Context: an optimization exercise on an open-source flow, tuned for small area, a short achievable clock period and few clock cycles per item. The choices shown serve that exercise and are no tape-out recipe.
At most, simulation tests tie the RTL to the original design; equivalence was not proved.
No activity file was given, so power comes from the tool's default toggle rates.

==> job 699: inputs <==
Design lc4_processor, start of the top module:
module lc4_processor
   (input  wire        clk,
    input  wire        rst,
    input  wire        gwe,
    output wire [15:0] o_cur_pc,
    input  wire [15:0] i_cur_insn,
    output wire [15:0] o_dmem_addr,
    input  wire [15:0] i_cur_dmem_data,
    output wire        o_dmem_we,
    output wire [15:0] o_dmem_towrite,
    output wire [1:0]  test_stall,
    output wire [15:0] test_cur_pc,
    output wire [15:0] test_cur_insn,
    output wire        test_regfile_we,
    output wire [2:0]  test_regfile_wsel,
    output wire [15:0] test_regfile_data,
    output wire        test_nzp_we,
    output wire [2:0]  test_nzp_new_bits,
    output wire        test_dmem_we,
    output wire [15:0] test_dmem_addr,
    output wire [15:0] test_dmem_data,
    input  wire [7:0]  switch_data,
    output wire [7:0]  led_data);
==> flow/config.mk <==
export PLATFORM = sky130hd
export DESIGN_NAME = lc4_processor
export DESIGN_NICKNAME = lc4_processor
export VERILOG_FILES = /design/flow/design.v
export SDC_FILE = /design/flow/constraint.sdc
export NUM_CORES = 4
export LEC_CHECK = 0
export CAP_MARGIN = 20
export CORE_MARGIN = 2
export CORE_UTILIZATION = 30
export SLEW_MARGIN = 20
export SYNTH_HIERARCHICAL = 1
==> flow/constraint.sdc <==
create_clock -name core_clock -period 70.0 [get_ports {clk}]
set_input_delay 14.0000 -clock core_clock [delete_from_list [all_inputs] [get_ports {clk}]]
set_output_delay 14.0000 -clock core_clock [all_outputs]
set_load 0.01 [all_outputs]
standard.sh (not shown) runs the stock make flow with config.mk's settings and CLKGATE_MAP_FILE= SYNTH_SCRIPT=/design/flow/synth_recipe.tcl, a recipe that flattens the netlist after the stock synthesis.
==> flow/flow/run.sh <==
#!/bin/bash
# The standard layout, except that the ports are buffered with buf_1
# cells instead of the delay buffers buffer_ports picks by default. Each
# make run's full output goes to a log file of its own here.
set -euo pipefail
bash standard.sh synth > flow_synth.log 2>&1
bash standard.sh "BUFFER_PORTS_ARGS=-buffer_cell sky130_fd_sc_hd__buf_1" finish > flow_finish.log 2>&1
==> job 821: changes against job 699 <==
--- a/flow/design.v
+++ b/flow/design.v
@@ -11,20 +11,20 @@
    assign wdata = is_ldr ? dmem : res;
    wire ld_z  = dmem == 16'd0;
    wire res_z = res == 16'd0;
    assign nzp = is_ldr ? {dmem[15], ld_z, ~dmem[15] & ~ld_z}
                        : {res[15], res_z, ~res[15] & ~res_z};
    assign dmem_data = is_ldr ? dmem : is_str ? b : 16'd0;
 endmodule
-module lc4_resmux(input  wire [8:0]  sel,
-                  input  wire [15:0] addres, mul, shr, logres, sx9, hic, pc1, quo, rem,
+module lc4_resmux(input  wire [7:0]  sel,
+                  input  wire [15:0] addres, shr, logres, sx9, hic, pc1, quo, rem,
                   output wire [15:0] res);
-   assign res = ({16{sel[0]}} & addres) | ({16{sel[1]}} & mul) | ({16{sel[2]}} & shr) |
-                ({16{sel[3]}} & logres) | ({16{sel[4]}} & sx9) | ({16{sel[5]}} & hic) |
-                ({16{sel[6]}} & pc1)    | ({16{sel[7]}} & quo) | ({16{sel[8]}} & rem);
+   assign res = ({16{sel[0]}} & addres) | ({16{sel[1]}} & shr) | ({16{sel[2]}} & logres) |
+                ({16{sel[3]}} & sx9)    | ({16{sel[4]}} & hic) | ({16{sel[5]}} & pc1) |
+                ({16{sel[6]}} & quo)    | ({16{sel[7]}} & rem);
 endmodule
 module lc4_npcmux(input  wire [4:0]  sel,
                   input  wire [15:0] pc1, s, jsr, a, trap,
                   output wire [15:0] npc);
    assign npc = ({16{sel[0]}} & pc1) | ({16{sel[1]}} & s) | ({16{sel[2]}} & jsr) |
                 ({16{sel[3]}} & a)   | ({16{sel[4]}} & trap);
 endmodule
@@ -74,15 +74,14 @@
 `timescale 1ns / 1ps
 `default_nettype none
 module lc4_div_steps #(parameter R = 4)
    (input  wire [15:0]  rem_in,
     input  wire [R-1:0] din,
     input  wire [15:0]  divisor,
     output wire [15:0]  rem_out,
-    output wire [15:0]  rem_1,      
     output wire [R-1:0] q);
    wire [15:0] r [0:R];
    assign r[0] = rem_in;
    genvar i, j;
    generate
       for (i = 0; i < R; i = i + 1) begin : g_st
          wire [16:0] x = {r[i], din[R-1-i]};
@@ -94,21 +93,21 @@
          wire [15:0] d = x[15:0] ^ divisor ^ bw[15:0];
          wire ok = x[16] | ~bw[16];
          assign q[R-1-i] = ok;
          assign r[i+1] = ok ? d : x[15:0];
       end
    endgenerate
    assign rem_out = r[R];
-   assign rem_1 = r[1];
 endmodule
 `timescale 1ns / 1ps
 `default_nettype none
 module lc4_mul16(input  wire [15:0] an,    
                  input  wire [15:0] bn,    
-                 output wire [15:0] p);
+                 output wire [15:0] ra,
+                 output wire [15:0] rb);
    wire [15:0] pp [0:15];
    genvar gi;
    generate
       for (gi = 0; gi < 16; gi = gi + 1) begin : g_pp
          assign pp[gi] = ~(an | {16{bn[gi]}});
       end
    endgenerate
@@ -304,24 +303,16 @@
    wire w203 = w140 ^ w175 ^ w174;
    wire w204 = (w140 & w175) | (w140 & w174) | (w175 & w174);
    wire w205 = w144 ^ w177 ^ w176;
    wire w206 = (w144 & w177) | (w144 & w176) | (w177 & w176);
    wire w207 = w148 ^ w179 ^ w178;
    wire w208 = (w148 & w179) | (w148 & w178) | (w179 & w178);
    wire w209 = w152 ^ w181 ^ w180;
-   wire [15:0] ra = {w209, w207, w205, w203, w201, w199, w197, w195, w193, w191, w189, w187, w185, pp[2][0], pp[0][1], pp[0][0]};
-   wire [15:0] rb = {w208, w206, w204, w202, w200, w198, w196, w194, w192, w190, w188, w186, w184, w183, pp[1][0], 1'b0};
-   wire [16:0] cy;
-   assign cy[0] = 1'b0;
-   generate
-      for (gi = 0; gi < 16; gi = gi + 1) begin : g_add
-         assign cy[gi+1] = (ra[gi] & rb[gi]) | (ra[gi] & cy[gi]) | (rb[gi] & cy[gi]);
-      end
-   endgenerate
-   assign p = ra ^ rb ^ cy[15:0];
+   assign ra = {w209, w207, w205, w203, w201, w199, w197, w195, w193, w191, w189, w187, w185, pp[2][0], pp[0][1], pp[0][0]};
+   assign rb = {w208, w206, w204, w202, w200, w198, w196, w194, w192, w190, w188, w186, w184, w183, pp[1][0], 1'b0};
 endmodule
 `timescale 1ns / 1ps
 `default_nettype none
 module lc4_rd8(input  wire [127:0] rf,
                input  wire [7:0]   oh,
                output wire [15:0]  d);
    assign d = ({16{oh[0]}} & rf[15:0])   | ({16{oh[1]}} & rf[31:16]) |
@@ -331,27 +322,37 @@
 endmodule
 module lc4_dec8(input  wire [2:0] sel,
                 output wire [7:0] oh);
    assign oh = 8'd1 << sel;
 endmodule
 `timescale 1ns / 1ps
 `default_nettype none
-module lc4_opbmux(input  wire [6:0]  sel,
+module lc4_opamux(input  wire [3:0]  sel,
+                  input  wire [15:0] a,
+                  input  wire [15:0] pc,
+                  input  wire [15:0] ra,
+                  input  wire [15:0] x0,
+                  output wire [15:0] opa);
+   assign opa = ({16{sel[0]}} & a) | ({16{sel[1]}} & pc) | ({16{sel[2]}} & ra) |
+                ({16{sel[3]}} & x0);
+endmodule
+module lc4_opbmux(input  wire [7:0]  sel,
                   input  wire [15:0] b,
+                  input  wire [15:0] rb,
                   input  wire [10:0] imm,      
                   output wire [15:0] opb);
    wire [15:0] sx5  = {{11{imm[4]}}, imm[4:0]};
    wire [15:0] sx6  = {{10{imm[5]}}, imm[5:0]};
    wire [15:0] sx7  = {{9{imm[6]}}, imm[6:0]};
    wire [15:0] zx7  = {9'd0, imm[6:0]};
    wire [15:0] sx9  = {{7{imm[8]}}, imm[8:0]};
    wire [15:0] sx11 = {{5{imm[10]}}, imm[10:0]};
    assign opb = ({16{sel[0]}} & b)   | ({16{sel[1]}} & sx5) | ({16{sel[2]}} & sx6) |
                 ({16{sel[3]}} & sx7) | ({16{sel[4]}} & zx7) | ({16{sel[5]}} & sx9) |
-                ({16{sel[6]}} & sx11);
+                ({16{sel[6]}} & sx11) | ({16{sel[7]}} & rb);
 endmodule
 `timescale 1ns / 1ps
 `default_nettype none
 module lc4_processor
    (input  wire        clk,
     input  wire        rst,
     input  wire        gwe,
@@ -413,84 +414,92 @@
    wire [2:0] rb = is_str ? ir[11:9] : ir[2:0];
    wire [15:0] a, b;
    wire [7:0] oha, ohb;
    lc4_dec8 dca(.sel(ra), .oh(oha));
    lc4_dec8 dcb(.sel(rb), .oh(ohb));
    lc4_rd8 rda(.rf(rf), .oh(oha), .d(a));
    lc4_rd8 rdb(.rf(rf), .oh(ohb), .d(b));
-   wire [15:0] opa, opb, s, addres, logres;
-   wire        neg, cin;
-   wire use_pc = is_br | is_jmp;
-   wire is_not = is_logic & ~ir[5] & ir[4:3] == 2'b01;
-   wire [6:0] osel;
-   assign osel[0] = (is_arith & ~ir[5]) | (is_cmp & ~ir[8]) | (is_logic & ~ir[5] & ~is_not);
-   assign osel[1] = (is_arith | is_logic) & ir[5];                
-   assign osel[2] = is_ldr | is_str;
-   assign osel[3] = is_cmp & ir[8:7] == 2'b10;                    
-   assign osel[4] = is_cmp & ir[8:7] == 2'b11;                    
-   assign osel[5] = is_br;
-   assign osel[6] = is_jmp;
-   assign neg = (is_arith & ~ir[5] & ir[4]) | is_cmp | is_not;
-   assign cin = neg | use_pc;
-   assign opa = use_pc ? pc : a;
-   lc4_opbmux os(.sel(osel), .b(b), .imm(ir[10:0]), .opb(opb));
-   wire [15:0] ap, ag;
-   wire [16:0] cy;
-   wire [2:0]  lsel = {~ir[5] & ir[3], ~ir[5] & ir[4] & ~ir[3], ir[5] | ~ir[4] & ~ir[3]};
-   lc4_pg     pg(.opa(opa), .opb(opb), .neg(neg), .ap(ap), .ag(ag));
-   lc4_carry  ca(.ap(ap), .ag(ag), .cin(cin), .cy(cy));
-   lc4_sumlog sl(.ap(ap), .ag(ag), .cy(cy), .is_cmp(is_cmp), .cmpu(ir[7]), .a15(opa[15]),
-                 .b15(opb[15]), .lsel(lsel), .s(s), .addres(addres), .logres(logres));
-   wire [15:0] sx9  = {{7{ir[8]}}, ir[8:0]};
    wire shr = is_shift & (ir[5] ^ ir[4]);        
    wire [15:0] a_rev, m_rev;
    wire [15:0] onehot = 16'd1 << ir[3:0];
    wire [15:0] ma = shr ? a_rev : a;
    wire [15:0] mb = is_shift ? onehot : b;
-   wire [15:0] mul;
-   lc4_mul16 mu(.an(~ma), .bn(~mb), .p(mul));
+   wire [15:0] mra, mrb;
+   lc4_mul16 mu(.an(~ma), .bn(~mb), .ra(mra), .rb(mrb));
    wire [15:0] fill;
    genvar gj;
    generate
       for (gj = 0; gj < 16; gj = gj + 1) begin : g_rev
          assign a_rev[gj] = a[15-gj];
-         assign m_rev[gj] = mul[15-gj];
+         assign m_rev[gj] = s[15-gj];
          assign fill[gj] = ~ir[5] & a[15] & (ir[3:0] > 15 - gj);
       end
    endgenerate
-   wire [15:0] pc1 = pc + 16'd1;
    reg [2:0] din;
    always @* begin
       case (dcnt)
         3'd0: din = a[15:13];
         3'd1: din = a[12:10];
         3'd2: din = a[9:7];
         3'd3: din = a[6:4];
         3'd4: din = a[3:1];
         default: din = {a[0], 2'b00};
       endcase
    end
    wire [15:0] rem_in = (dcnt == 3'd0) ? 16'd0 : remr;
-   wire [15:0] rem_out, rem_1;
-   wire [2:0]  q3;
-   lc4_div_steps #(.R(3)) div(.rem_in(rem_in), .din(din), .divisor(b),
-                              .rem_out(rem_out), .rem_1(rem_1), .q(q3));
+   wire [15:0] x0 = {rem_in[14:0], din[2]};
+   wire [15:0] opa, opb, s, addres, logres;
+   wire        neg, cin;
+   wire use_pc = is_br | is_jmp;
+   wire use_mul = is_mul | (is_shift & ~(ir[5] & ir[4]));        
+   wire is_not = is_logic & ~ir[5] & ir[4:3] == 2'b01;
+   wire [7:0] osel;
+   assign osel[0] = (is_arith & ~ir[5] & ~is_mul) | (is_cmp & ~ir[8]) | (is_logic & ~ir[5] & ~is_not) |
+                    is_mod;
+   assign osel[1] = (is_arith | is_logic) & ir[5];                
+   assign osel[2] = is_ldr | is_str;
+   assign osel[3] = is_cmp & ir[8:7] == 2'b10;                    
+   assign osel[4] = is_cmp & ir[8:7] == 2'b11;                    
+   assign osel[5] = is_br;
+   assign osel[6] = is_jmp;
+   assign osel[7] = use_mul;                                      
+   assign neg = (is_arith & ~ir[5] & ir[4]) | is_cmp | is_not | is_mod;    
+   assign cin = neg | use_pc;
+   lc4_opamux oa(.sel({is_long, use_mul, use_pc, ~use_pc & ~use_mul & ~is_long}), .a(a), .pc(pc),
+                 .ra(mra), .x0(x0), .opa(opa));
+   lc4_opbmux os(.sel(osel), .b(b), .rb(mrb), .imm(ir[10:0]), .opb(opb));
+   wire [15:0] ap, ag;
+   wire [16:0] cy;
+   wire [2:0]  lsel = {~ir[5] & ir[3], ~ir[5] & ir[4] & ~ir[3], ir[5] | ~ir[4] & ~ir[3]};
+   lc4_pg     pg(.opa(opa), .opb(opb), .neg(neg), .ap(ap), .ag(ag));
+   lc4_carry  ca(.ap(ap), .ag(ag), .cin(cin), .cy(cy));
+   lc4_sumlog sl(.ap(ap), .ag(ag), .cy(cy), .is_cmp(is_cmp), .cmpu(ir[7]), .a15(opa[15]),
+                 .b15(opb[15]), .lsel(lsel), .s(s), .addres(addres), .logres(logres));
+   wire [15:0] sx9  = {{7{ir[8]}}, ir[8:0]};
+   wire [15:0] pc1 = pc + 16'd1;
+   wire ok0 = rem_in[15] | cy[16];
+   wire [15:0] rem_1 = ok0 ? s : x0;
+   wire [15:0] rem_out;
+   wire [1:0]  q2;
+   lc4_div_steps #(.R(2)) div(.rem_in(rem_1), .din(din[1:0]), .divisor(b),
+                              .rem_out(rem_out), .q(q2));
+   wire [2:0]  q3 = {ok0, q2};
    wire bnz = b != 16'd0;
    wire [15:0] res;
-   wire [8:0]  rsel;
-   assign rsel[0] = (is_arith & ~is_mul & ~is_div) | is_cmp;      
-   assign rsel[1] = is_mul | (is_shift & ir[5:4] == 2'b00);       
-   assign rsel[2] = shr;                                           
-   assign rsel[3] = is_logic;
-   assign rsel[4] = is_const;
-   assign rsel[5] = is_hic;
-   assign rsel[6] = link;                                          
-   assign rsel[7] = is_div & bnz;
-   assign rsel[8] = is_mod & bnz;
-   lc4_resmux rm(.sel(rsel), .addres(addres), .mul(mul), .shr(m_rev | fill),
+   wire [7:0]  rsel;
+   assign rsel[0] = (is_arith & ~is_div) | is_cmp |               
+                    (is_shift & ir[5:4] == 2'b00);                
+   assign rsel[1] = shr;                                           
+   assign rsel[2] = is_logic;
+   assign rsel[3] = is_const;
+   assign rsel[4] = is_hic;
+   assign rsel[5] = link;                                          
+   assign rsel[6] = is_div & bnz;
+   assign rsel[7] = is_mod & bnz;
+   lc4_resmux rm(.sel(rsel), .addres(addres), .shr(m_rev | fill),
                  .logres(logres), .sx9(sx9), .hic({ir[7:0], a[7:0]}), .pc1(pc1),
                  .quo({qr, q3[2]}), .rem(rem_1), .res(res));
    wire [15:0] wdata, dmem_data;
    wire [2:0]  nzp_new;
    lc4_ldout ld(.dmem(i_cur_dmem_data), .res(res), .b(b), .is_ldr(is_ldr), .is_str(is_str),
                 .wdata(wdata), .nzp(nzp_new), .dmem_data(dmem_data));
    wire taken = is_br & |(ir[11:9] & nzp);
- CTS_BUF_LIST: default -> sky130_fd_sc_hd__clkbuf_8
==> job 2062: changes against job 699 <==
- CTS_BUF_LIST: default -> sky130_fd_sc_hd__clkbuf_8
==> results.txt <==
Job 2062 ran to the end with no violations. Job 821 went through all stages and came out clean. Job 699 passed the timing, design-rule and antenna checks. The lowest utilization belongs to job 821, the highest to job 699. Of job 821 and job 2062, job 2062 has the higher synthesized area (gap 0.89%, measured against job 2062). Setup slack: job 821 > job 699 > job 2062. Cell area, highest first: job 699, job 2062, job 821. Register-to-register slack: job 821 > job 699 > job 2062.
Testbench counts of job 821, summed over its fixed seeds: cycles 176,615, insns 160,000.
For job 699 and job 2062, only the layout was checked, not whether the RTL still works.


==> inputs of 07-01 <==
lc4_processor, a different RTL version from the one above (not shown whole).
==> module lc4_ldout, before the edit <==
module lc4_ldout(input  wire [15:0] dmem,
                 input  wire [15:0] res,
                 input  wire [15:0] b,
                 input  wire        is_ldr,
                 input  wire        is_str,
                 output wire [15:0] wdata,
                 output wire [2:0]  nzp,
                 output wire [15:0] dmem_data);
   assign wdata = is_ldr ? dmem : res;
   wire ld_z  = dmem == 16'd0;
   wire res_z = res == 16'd0;
   assign nzp = is_ldr ? {dmem[15], ld_z, ~dmem[15] & ~ld_z}
                       : {res[15], res_z, ~res[15] & ~res_z};
   assign dmem_data = is_ldr ? dmem : is_str ? b : 16'd0;
endmodule
export LEC_CHECK = 0
export CAP_MARGIN = 20
export CORE_MARGIN = 2
export CORE_UTILIZATION = 30
export CTS_CLUSTER_DIAMETER = 150
export CTS_CLUSTER_SIZE = 30
export SLEW_MARGIN = 20
export SYNTH_HIERARCHICAL = 1
create_clock -name core_clock -period 70.0 [get_ports {clk}]
==> flow/flow/run.sh <==
#!/bin/bash
# The standard layout, except that the ports are buffered with buf_1
# cells instead of the delay buffers buffer_ports picks by default, and the
# pin placer keeps the load data pins next to the outputs that pass it on
# (test_regfile_data, test_dmem_data, test_nzp_new_bits). Each make run's
# full output goes to a log file of its own here.
set -euo pipefail
bash standard.sh synth > flow_synth.log 2>&1
bash standard.sh "BUFFER_PORTS_ARGS=-buffer_cell sky130_fd_sc_hd__buf_1" \
  "PLACE_PINS_ARGS=-group_pins {i_cur_dmem_data[0] test_regfile_data[0] test_dmem_data[0] i_cur_dmem_data[1] test_regfile_data[1] test_dmem_data[1] i_cur_dmem_data[2] test_regfile_data[2] test_dmem_data[2] i_cur_dmem_data[3] test_regfile_data[3] test_dmem_data[3] i_cur_dmem_data[4] test_regfile_data[4] test_dmem_data[4] i_cur_dmem_data[5] test_regfile_data[5] test_dmem_data[5] i_cur_dmem_data[6] test_regfile_data[6] test_dmem_data[6] i_cur_dmem_data[7] test_regfile_data[7] test_dmem_data[7] test_nzp_new_bits[0] test_nzp_new_bits[1] test_nzp_new_bits[2] i_cur_dmem_data[8] test_regfile_data[8] test_dmem_data[8] i_cur_dmem_data[9] test_regfile_data[9] test_dmem_data[9] i_cur_dmem_data[10] test_regfile_data[10] test_dmem_data[10] i_cur_dmem_data[11] test_regfile_data[11] test_dmem_data[11] i_cur_dmem_data[12] test_regfile_data[12] test_dmem_data[12] i_cur_dmem_data[13] test_regfile_data[13] test_dmem_data[13] i_cur_dmem_data[14] test_regfile_data[14] test_dmem_data[14] i_cur_dmem_data[15] test_regfile_data[15] test_dmem_data[15]}" finish > flow_finish.log 2>&1
==> 01-09 (differences from 07-01) <==
--- a/flow/design.v
+++ b/flow/design.v
@@ -6,18 +6,33 @@
                  input  wire        is_ldr,
                  input  wire        is_str,
                  output wire [15:0] wdata,
                  output wire [2:0]  nzp,
                  output wire [15:0] dmem_data);
    assign wdata = is_ldr ? dmem : res;
-   wire ld_z  = dmem == 16'd0;
-   wire res_z = res == 16'd0;
-   assign nzp = is_ldr ? {dmem[15], ld_z, ~dmem[15] & ~ld_z}
-                       : {res[15], res_z, ~res[15] & ~res_z};
+   wire ld_nz, res_nz;
+   lc4_or16 zl(.d(dmem), .nz(ld_nz));
+   lc4_or16 zr(.d(res), .nz(res_nz));
+   lc4_nzpsel ns(.ldr(is_ldr), .d15(dmem[15]), .ldnz(ld_nz), .r15(res[15]), .rnz(res_nz),
+                 .nzp(nzp));
    assign dmem_data = is_ldr ? dmem : is_str ? b : 16'd0;
 endmodule
+module lc4_or16(input  wire [15:0] d,
+                output wire        nz);
+   assign nz = |d;
+endmodule
+module lc4_nzpsel(input  wire       ldr,
+                  input  wire       d15,
+                  input  wire       ldnz,
+                  input  wire       r15,
+                  input  wire       rnz,
+                  output wire [2:0] nzp);
+   assign nzp[2] = ldr ? d15 : r15;
+   assign nzp[1] = ~(ldr ? ldnz : rnz);
+   assign nzp[0] = ldr ? (~d15 & ldnz) : (~r15 & rnz);
+endmodule
 module lc4_resmux(input  wire [7:0]  sel,
                   input  wire [15:0] addres, shr, logres, sx9, hic, pc1, quo, rem,
                   output wire [15:0] res);
    assign res = ({16{sel[0]}} & addres) | ({16{sel[1]}} & shr) | ({16{sel[2]}} & logres) |
                 ({16{sel[3]}} & sx9)    | ({16{sel[4]}} & hic) | ({16{sel[5]}} & pc1) |
                 ({16{sel[6]}} & quo)    | ({16{sel[7]}} & rem);
- CORE_UTILIZATION: 30 -> 50
- CTS_CLUSTER_DIAMETER: 150 -> not set
- CTS_CLUSTER_SIZE: 30 -> not set
==> 11-06 (differences from 07-01) <==
--- a/flow/design.v
+++ b/flow/design.v
@@ -19,17 +19,17 @@
                   input  wire [15:0] addres, shr, logres, sx9, hic, pc1, quo, rem,
                   output wire [15:0] res);
    assign res = ({16{sel[0]}} & addres) | ({16{sel[1]}} & shr) | ({16{sel[2]}} & logres) |
                 ({16{sel[3]}} & sx9)    | ({16{sel[4]}} & hic) | ({16{sel[5]}} & pc1) |
                 ({16{sel[6]}} & quo)    | ({16{sel[7]}} & rem);
 endmodule
-module lc4_npcmux(input  wire [5:0]  sel,
+module lc4_npcmux(input  wire [4:0]  sel,
                   input  wire [15:0] pc1, s, jsr, a, trap,
                   output wire [15:0] npc);
    assign npc = ({16{sel[0]}} & pc1) | ({16{sel[1]}} & s) | ({16{sel[2]}} & jsr) |
-                ({16{sel[3]}} & a)   | ({16{sel[4]}} & trap) | ({16{sel[5]}} & 16'h8200);
+                ({16{sel[3]}} & a)   | ({16{sel[4]}} & trap);
 endmodule
 `timescale 1ns / 1ps
 `default_nettype none
 module lc4_pg(input  wire [15:0] opa,
               input  wire [15:0] opb,
               input  wire        neg,
@@ -389,13 +389,13 @@
     input  wire [7:0]  switch_data,
     output wire [7:0]  led_data);
    assign led_data = switch_data;
    reg [15:0]  pc;       
    reg [15:0]  ir;
    reg         valid;    
-   reg [4:0]   dcnt;     
+   reg [2:0]   dcnt;     
    reg [15:0]  remr;     
    reg [14:0]  qr;       
    reg [2:0]   nzp;
    reg [127:0] rf;       
    wire [3:0] op = ir[15:12];
    wire is_br    = op == 4'h0;
@@ -442,19 +442,28 @@
       for (gj = 0; gj < 16; gj = gj + 1) begin : g_rev
          assign a_rev[gj] = a[15-gj];
          assign m_rev[gj] = s[15-gj];
          assign fill[gj] = ~ir[5] & a[15] & (ir[3:0] > 15 - gj);
       end
    endgenerate
-   wire c0    = dcnt == 5'd0;
-   wire dlast = dcnt[4];                  
-   wire [3:0] bidx = 4'd0 - dcnt[3:0];    
-   wire din   = a[bidx];
-   wire [15:0] rem_in = (dcnt[4:1] == 4'd0) ? 16'd0 : remr;    
-   wire [15:0] x0 = {rem_in[14:0], din};
-   wire dstep = is_long & ~c0;            
+   wire c0    = dcnt == 3'd0;
+   wire dlast = dcnt[2] & dcnt[1];        
+   reg [2:0] din;
+   always @* begin
+      case (dcnt)
+        3'd1: din = a[15:13];
+        3'd2: din = a[12:10];
+        3'd3: din = a[9:7];
+        3'd4: din = a[6:4];
+        3'd5: din = a[3:1];
+        3'd6: din = {a[0], 2'b00};
+        default: din = {1'b0, a[1], 1'b0};
+      endcase
+   end
+   wire [15:0] rem_in = (dcnt[2:1] == 2'b00) ? 16'd0 : remr;    
+   wire [15:0] x0 = c0 ? a : {rem_in[14:0], din[2]};
    wire [15:0] opa, opb, s, addres, logres;
    wire        neg, cin;
    wire use_pc = is_br | is_jmp;
    wire use_mul = is_mul | (is_shift & ~(ir[5] & ir[4]));        
    wire is_not = is_logic & ~ir[5] & ir[4:3] == 2'b01;
    wire [7:0] osel;
@@ -466,26 +475,31 @@
    assign osel[4] = is_cmp & ir[8:7] == 2'b11;                    
    assign osel[5] = is_br;
    assign osel[6] = is_jmp;
    assign osel[7] = use_mul;                                      
    assign neg = (is_arith & ~ir[5] & ir[4]) | is_cmp | is_not | is_mod;    
    assign cin = neg | use_pc;
-   lc4_opamux oa(.sel({dstep, use_mul, use_pc, ~use_pc & ~use_mul & ~dstep}), .a(a), .pc(pc),
+   lc4_opamux oa(.sel({is_long, use_mul, use_pc, ~use_pc & ~use_mul & ~is_long}), .a(a), .pc(pc),
                  .ra(mra), .x0(x0), .opa(opa));
    lc4_opbmux os(.sel(osel), .b(b), .rb(mrb), .imm(ir[10:0]), .opb(opb));
    wire [15:0] ap, ag;
    wire [16:0] cy;
    wire [2:0]  lsel = {~ir[5] & ir[3], ~ir[5] & ir[4] & ~ir[3], ir[5] | ~ir[4] & ~ir[3]};
    lc4_pg     pg(.opa(opa), .opb(opb), .neg(neg), .ap(ap), .ag(ag));
    lc4_carry  ca(.ap(ap), .ag(ag), .cin(cin), .cy(cy));
    lc4_sumlog sl(.ap(ap), .ag(ag), .cy(cy), .is_cmp(is_cmp), .cmpu(ir[7]), .a15(opa[15]),
                  .b15(opb[15]), .lsel(lsel), .s(s), .addres(addres), .logres(logres));
    wire [15:0] sx9  = {{7{ir[8]}}, ir[8:0]};
    wire [15:0] pc1 = pc + 16'd1;
    wire ok0 = rem_in[15] | cy[16];
-   wire [15:0] rem_1 = ok0 ? s : opa;
+   wire [15:0] rem_1 = ok0 ? s : x0;
+   wire [15:0] rem_out;
+   wire [1:0]  q2;
+   lc4_div_steps #(.R(2)) div(.rem_in(rem_1), .din(din[1:0]), .divisor(b),
+                              .rem_out(rem_out), .q(q2));
+   wire [2:0]  q3 = {ok0, q2};
    wire bnz = b != 16'd0;
    wire lt2;
    lc4_lt16 lt(.x({1'b0, a[15:1]}), .y(b), .lt(lt2));
    wire early = c0 & (~bnz | lt2);
    wire busy  = is_long & ~dlast & ~early;    
    wire [15:0] res;
@@ -505,42 +519,42 @@
    wire [15:0] wdata, dmem_data;
    wire [2:0]  nzp_new;
    lc4_ldout ld(.dmem(i_cur_dmem_data), .res(res), .b(b), .is_ldr(is_ldr), .is_str(is_str),
                 .wdata(wdata), .nzp(nzp_new), .dmem_data(dmem_data));
    wire taken = is_br & |(ir[11:9] & nzp);
    wire [15:0] npc;
-   wire [5:0]  nsel;
+   wire [4:0]  nsel;
    assign nsel[1] = valid & (taken | (is_jmp & ir[11]));             
    assign nsel[2] = valid & is_jsr & ir[11];                         
    assign nsel[3] = valid & ((is_jsr | is_jmp) & ~ir[11] | is_rti);  
    assign nsel[4] = valid & is_trap;
-   assign nsel[0] = valid & ~(nsel[1] | nsel[2] | nsel[3] | nsel[4]);  
-   assign nsel[5] = ~valid;                                          
+   assign nsel[0] = ~(nsel[1] | nsel[2] | nsel[3] | nsel[4]);        
    lc4_npcmux nm(.sel(nsel), .pc1(pc1), .s(s), .jsr({pc[15], ir[10:0], 4'd0}), .a(a),
                  .trap({8'h80, ir[7:0]}), .npc(npc));
    assign o_cur_pc = npc;
    wire adv = ~(valid & busy);       
    wire rf_we = valid & rf_we_d & ~busy;
    wire [15:0] rf_wd = wdata;
    always @(posedge clk) begin
       if (gwe) begin
          if (rst) begin
+            pc    <= 16'h81ff;
             valid <= 1'b0;
-            dcnt  <= 5'd0;
+            dcnt  <= 3'd0;
             nzp   <= 3'b000;
          end else begin
             if (adv) begin
                pc    <= npc;
                ir    <= i_cur_insn;
                valid <= 1'b1;
             end
             if (valid & is_long) begin
-               dcnt <= busy ? dcnt + 5'd1 : 5'd0;
+               dcnt <= busy ? dcnt + 3'd1 : 3'd0;
                if (busy) begin
-                  remr <= rem_1;
-                  qr   <= {qr[13:0], ok0};
+                  remr <= rem_out;
+                  qr   <= {qr[11:0], q3};
                end
             end
             if (valid & nzp_we_d & ~busy) nzp <= nzp_new;
          end
       end
    end
- CTS_CLUSTER_DIAMETER: 150 -> not set
- CTS_CLUSTER_SIZE: 30 -> not set
==> summary of the runs <==
Worst hold slack: 07-01 is worse than 01-09 (12 ps). Non-clock buffer count: 01-09 < 07-01 < 11-06. Between 07-01 and 01-09, the lower register-to-register slack is in 01-09 (gap 140 ps). Final cell count, lowest first: 01-09, 07-01, 11-06. Wire length: 07-01 is smaller than 11-06 (about 9%). Between 11-06 and 07-01, the lower synthesized cell count is in 07-01 (gap 6.1%, measured against 07-01). Maximum frequency, lowest first: 01-09, 07-01, 11-06. Global-route usage, highest first: 01-09, 11-06, 07-01. Die area, lowest first: 01-09, 07-01, 11-06.
==> figures <==
| item | 11-06 | 07-01 | 01-09 |
|---|---|---|---|
| Detail Placement HPWL | 55.7 mm | 48.2 mm | 47.1 mm |
| Post-layout minimum cycle time | 29010 ps | 29010 ps | 29030 ps |
| Final Wtd Congestion | 1.02 | 0.953 | 0.955 |
| Share of total power in the clock network | 16.6% | 19.7% | 20.6% |
| End of the worst hold path | qr[5] | qr[2] | qr[2] |
| Signal buffers share of area | 6.58% | 6.13% | 6.15% |
| Cell row count | 91 | 88 | 68 |
| Crit share post-route | 41.4% | 41.4% | 41.5% |
| Multi-input gate area | 0.0110 sq mm | 0.00984 sq mm | 0.00992 sq mm |
| Number of multi-input combinational cells | 1271 | 1196 | 1198 |
| Largest vdd supply drop | 0.0000280 V | 0.0000207 V | 0.0000222 V |
| Number of detailed-routing iterations run before antenna repair | 9 | 7 | 10 |
| Pint | 0.360 mW | 0.284 mW | 0.288 mW |
| Remaining max-slew budget at the tightest pin | 19.5% | 20.4% | 22.6% |
| Length of routed met3 wiring | 7.81 mm | 6.40 mm | 8.13 mm |
| FF+latch count, synth | 198 | 200 | 200 |
| Yosys warnings | 9 | 8 | 8 |
| Run status | complete, no violations | complete, no violations | complete, no violations |
| Fillers | 6333 | 5876 | 3123 |
| Share of the synthesized area in the top cell type | 31.7% | 34.3% | 34.3% |
Testbench counts of 07-01, summed over its fixed seeds: cycles 164,976, insns 160,000.
Testbench counts of 11-06, summed over its fixed seeds: cycles 161,966, insns 160,000.
Function not checked in 01-09: the RTL went through the layout flow alone.

==> port drivers added, routing unchanged <==
No port has a modelled driver above. Below, the same layouts with a new extraction and two added sets of constraints.
Step 1 sets driving cells, clkbuf_16 on the clock port and buf_2 on the other inputs (assumed; they add their load-dependent delay and slew).
Step 2 adds t to the input delays and takes it off the output delays; t is the mean of the earliest and latest rising clock arrival at the registers after step 1. Input paths then give back, and output paths get back, about the clock's delay inside the block.
Slacks: ideal ports / drivers / drivers and shift; pairs: ideal ports / drivers.
| run | t (ns) | setup slack, ns | hold slack, ns | worst setup path at the end | slew at the worst register clock pin (ns) |
|---|---|---|---|---|---|
| job 699 | 0.520 | 40.519 / 40.495 / 40.495 | 0.466 / 0.466 / 0.466 | input to output | 0.08 / 0.08 |
| job 821 | 0.554 | 40.624 / 40.604 / 40.604 | 0.458 / 0.458 / 0.458 | input to output | 0.12 / 0.12 |
| job 2062 | 0.576 | 40.509 / 40.485 / 40.485 | 0.475 / 0.475 / 0.475 | input to output | 0.12 / 0.12 |
| 07-01 | 0.525 | 40.990 / 40.970 / 40.970 | 0.453 / 0.453 / 0.453 | input to output | 0.09 / 0.09 |
| 01-09 | 0.522 | 40.965 / 40.943 / 40.943 | 0.465 / 0.465 / 0.465 | input to output | 0.10 / 0.10 |
| 11-06 | 0.516 | 40.994 / 40.971 / 40.971 | 0.447 / 0.447 / 0.447 | input to output | 0.08 / 0.08 |
After both steps every run listed still meets setup and hold.
